This is an optimization exercise on Yosys and OpenROAD, whose aim is small area, a short achievable clock period and few clock cycles, not a production implementation. At most, simulation tests tie the RTL to the original design; equivalence was not proved. The flow treats the clock pin as an ideal source. Dropping or thinning the clock tree relies on that and would not hold on a real chip.

## run X
## ELA
module ELA(clk, rst, ready, in_data, data_rd, req, wen, addr, data_wr, done);
For scale: roughly 43 I/O pins, about 0.0055 mm^2 of cells after synthesis.
export LEC_CHECK = 0
export CAP_MARGIN = 20
export CORE_MARGIN = 2
export CORE_UTILIZATION = 40
export SLEW_MARGIN = 20
create_clock -name core_clock -period 8.5 [get_ports {clk}]
standard.sh (not shown) runs the stock make flow with config.mk's settings and CLKGATE_MAP_FILE= SYNTH_SCRIPT=/design/flow/synth_recipe.tcl, a recipe that flattens the netlist after the stock synthesis.
==> flow/flow/run.sh <==
#!/bin/bash
# Layout flow: the standard flow with the standard synthesis unchanged,
# small port buffers, a one-level clock tree (flow/post_cts.tcl) and timing
# repair aimed below the clock period. Each step's output goes to a log file
# of its own in this folder; ORFS keeps its own logs under orfs/logs.
set -euo pipefail
here=$(pwd)
bash standard.sh synth > synth.log 2>&1
bash standard.sh \
  BUFFER_PORTS_ARGS="-buffer_cell sky130_fd_sc_hd__buf_2" \
  CTS_ARGS="-sink_clustering_enable -repair_clock_nets -buf_list sky130_fd_sc_hd__clkbuf_16 -dont_use_dummy_load" \
  POST_CTS_TCL="$here/flow/post_cts.tcl" \
  SETUP_SLACK_MARGIN=6.2 SKIP_CTS_REPAIR_TIMING=1 \
  finish > layout.log 2>&1
Other scripts of this flow, unchanged in this note and not shown: flow/flow/clocktree.tcl, flow/flow/post_cts.tcl
Every stage of the flow completed for run X, and the final layout passed the timing, design-rule and antenna checks.
What run B does differently from run X at the input level:
Settings: putting ABC_AREA at 0 where nothing was set.
diff --git a/flow/flow/run.sh b/flow/flow/run.sh
--- a/flow/flow/run.sh
+++ b/flow/flow/run.sh
@@ -13 +13 @@
-  SETUP_SLACK_MARGIN=6.2 SKIP_CTS_REPAIR_TIMING=1 \
+  SETUP_SLACK_MARGIN=6.0 SKIP_CTS_REPAIR_TIMING=1 \
Going from run X to run B, number of filler cells placed in the layout +3.8%, global-route usage lost 0.45 points, total wire length fell by 450 um.
Run B vs run X: area of all placed cells without fillers down in run B
In run B the fraction of the cycle the final worst path needs turned out 0.32 points higher than in run X.
No run of this note included a check of the RTL's function; only the layout flow was run. In every run of this note, the design's own scripts or RTL, not TritonCTS, make the clock network.

========
Setup of v24:
Another version of the RTL of ELA (not shown whole).
For scale: about 120 flip-flops, roughly 43 I/O pins, ~0.0058 mm^2 of cells after synthesis.
clock: 8.5 ns
lec_check: 0
abc_area: 1
cap_margin: 20
core_margin: 2
core_utilization: 40
slew_margin: 20
tns_end_percent: 20
==> flow/flow/run.sh <==
#!/bin/bash
# Layout flow: the standard flow with the standard synthesis unchanged,
# small port buffers, a one-level clock tree (flow/post_cts.tcl) and timing
# repair aimed below the clock period. Each step's output goes to a log file
# of its own in this folder; ORFS keeps its own logs under orfs/logs.
set -euo pipefail
here=$(pwd)
bash standard.sh synth > synth.log 2>&1
bash standard.sh \
  BUFFER_PORTS_ARGS="-buffer_cell sky130_fd_sc_hd__buf_2" \
  CTS_ARGS="-sink_clustering_enable -repair_clock_nets -buf_list sky130_fd_sc_hd__clkbuf_16 -dont_use_dummy_load" \
  POST_CTS_TCL="$here/flow/post_cts.tcl" \
  SETUP_SLACK_MARGIN=6.0 SKIP_CTS_REPAIR_TIMING=1 \
  finish > layout.log 2>&1
Other scripts of this flow, unchanged in this note and not shown: flow/flow/clocktree.tcl, flow/flow/post_cts.tcl
Testbench counts of v24, summed over its fixed seeds: cycles 256,192.
## Diff of input files: v22 against v24
# v24
export LEC_CHECK = 0
export ABC_AREA = 1
export CAP_MARGIN = 20
export CORE_MARGIN = 2
export CORE_UTILIZATION = 40
export SLEW_MARGIN = 20
export TNS_END_PERCENT = 20
create_clock -name core_clock -period 8.5 [get_ports {clk}]
# v22
export LEC_CHECK = 0
export ABC_AREA = 1
export CAP_MARGIN = 20
export CORE_MARGIN = 2
export CORE_UTILIZATION = 40
export SLEW_MARGIN = 20
export TNS_END_PERCENT = 0
create_clock -name core_clock -period 8.5 [get_ports {clk}]
Total via count after detailed routing delta for v22 relative to v24: 0.73% lower
Summary of v22 over v24: critical path depth roughly the same, final worst slack roughly the same, synthesis-to-finish area growth lower, cell area lower.
Count of fill cells added during filler insertion essentially unchanged between v22 and v24.
Of v22 and v24, the lower sequential share of layout area belongs to v24.
v22 -> v24: achievable clock frequency flat
No stage failed in v22, and the final checks on the layout all came back clean.
In every run of this note, the design's own scripts or RTL, not TritonCTS, make the clock network.

[separate check: timing with driven ports]
The results above use ideal ports. As a check the final layouts listed here were re-extracted and re-timed, cells and wires unchanged.
Step 1 (the two cells are an assumption about what drives the block):
set clk [get_ports {clk}]
set_driving_cell -lib_cell sky130_fd_sc_hd__clkbuf_16 $clk
set_driving_cell -lib_cell sky130_fd_sc_hd__buf_2 [delete_from_list [all_inputs] $clk]
Step 2 adds t to the input delays and takes it off the output delays; t is the mean of the earliest and latest rising clock arrival at the registers after step 1. Input paths then give back, and output paths get back, about the clock's delay inside the block.
Slacks: ideal ports / drivers / drivers and shift; pairs: ideal ports / drivers.
run	t, ns	setup WS [ns]	worst setup path after step 2
run X	0.252	6.029 / 5.941 / 6.041	input to register
run B	0.248	6.002 / 5.916 / 5.986	input to register
v24	0.255	6.109 / 6.023 / 6.161	register to register
v22	0.255	6.111 / 6.025 / 6.114	register to register
After both steps setup and hold are still met in every run listed. For run B, which loses most, drivers alone change the setup slack by -0.086 ns; drivers and shift together by -0.016 ns.
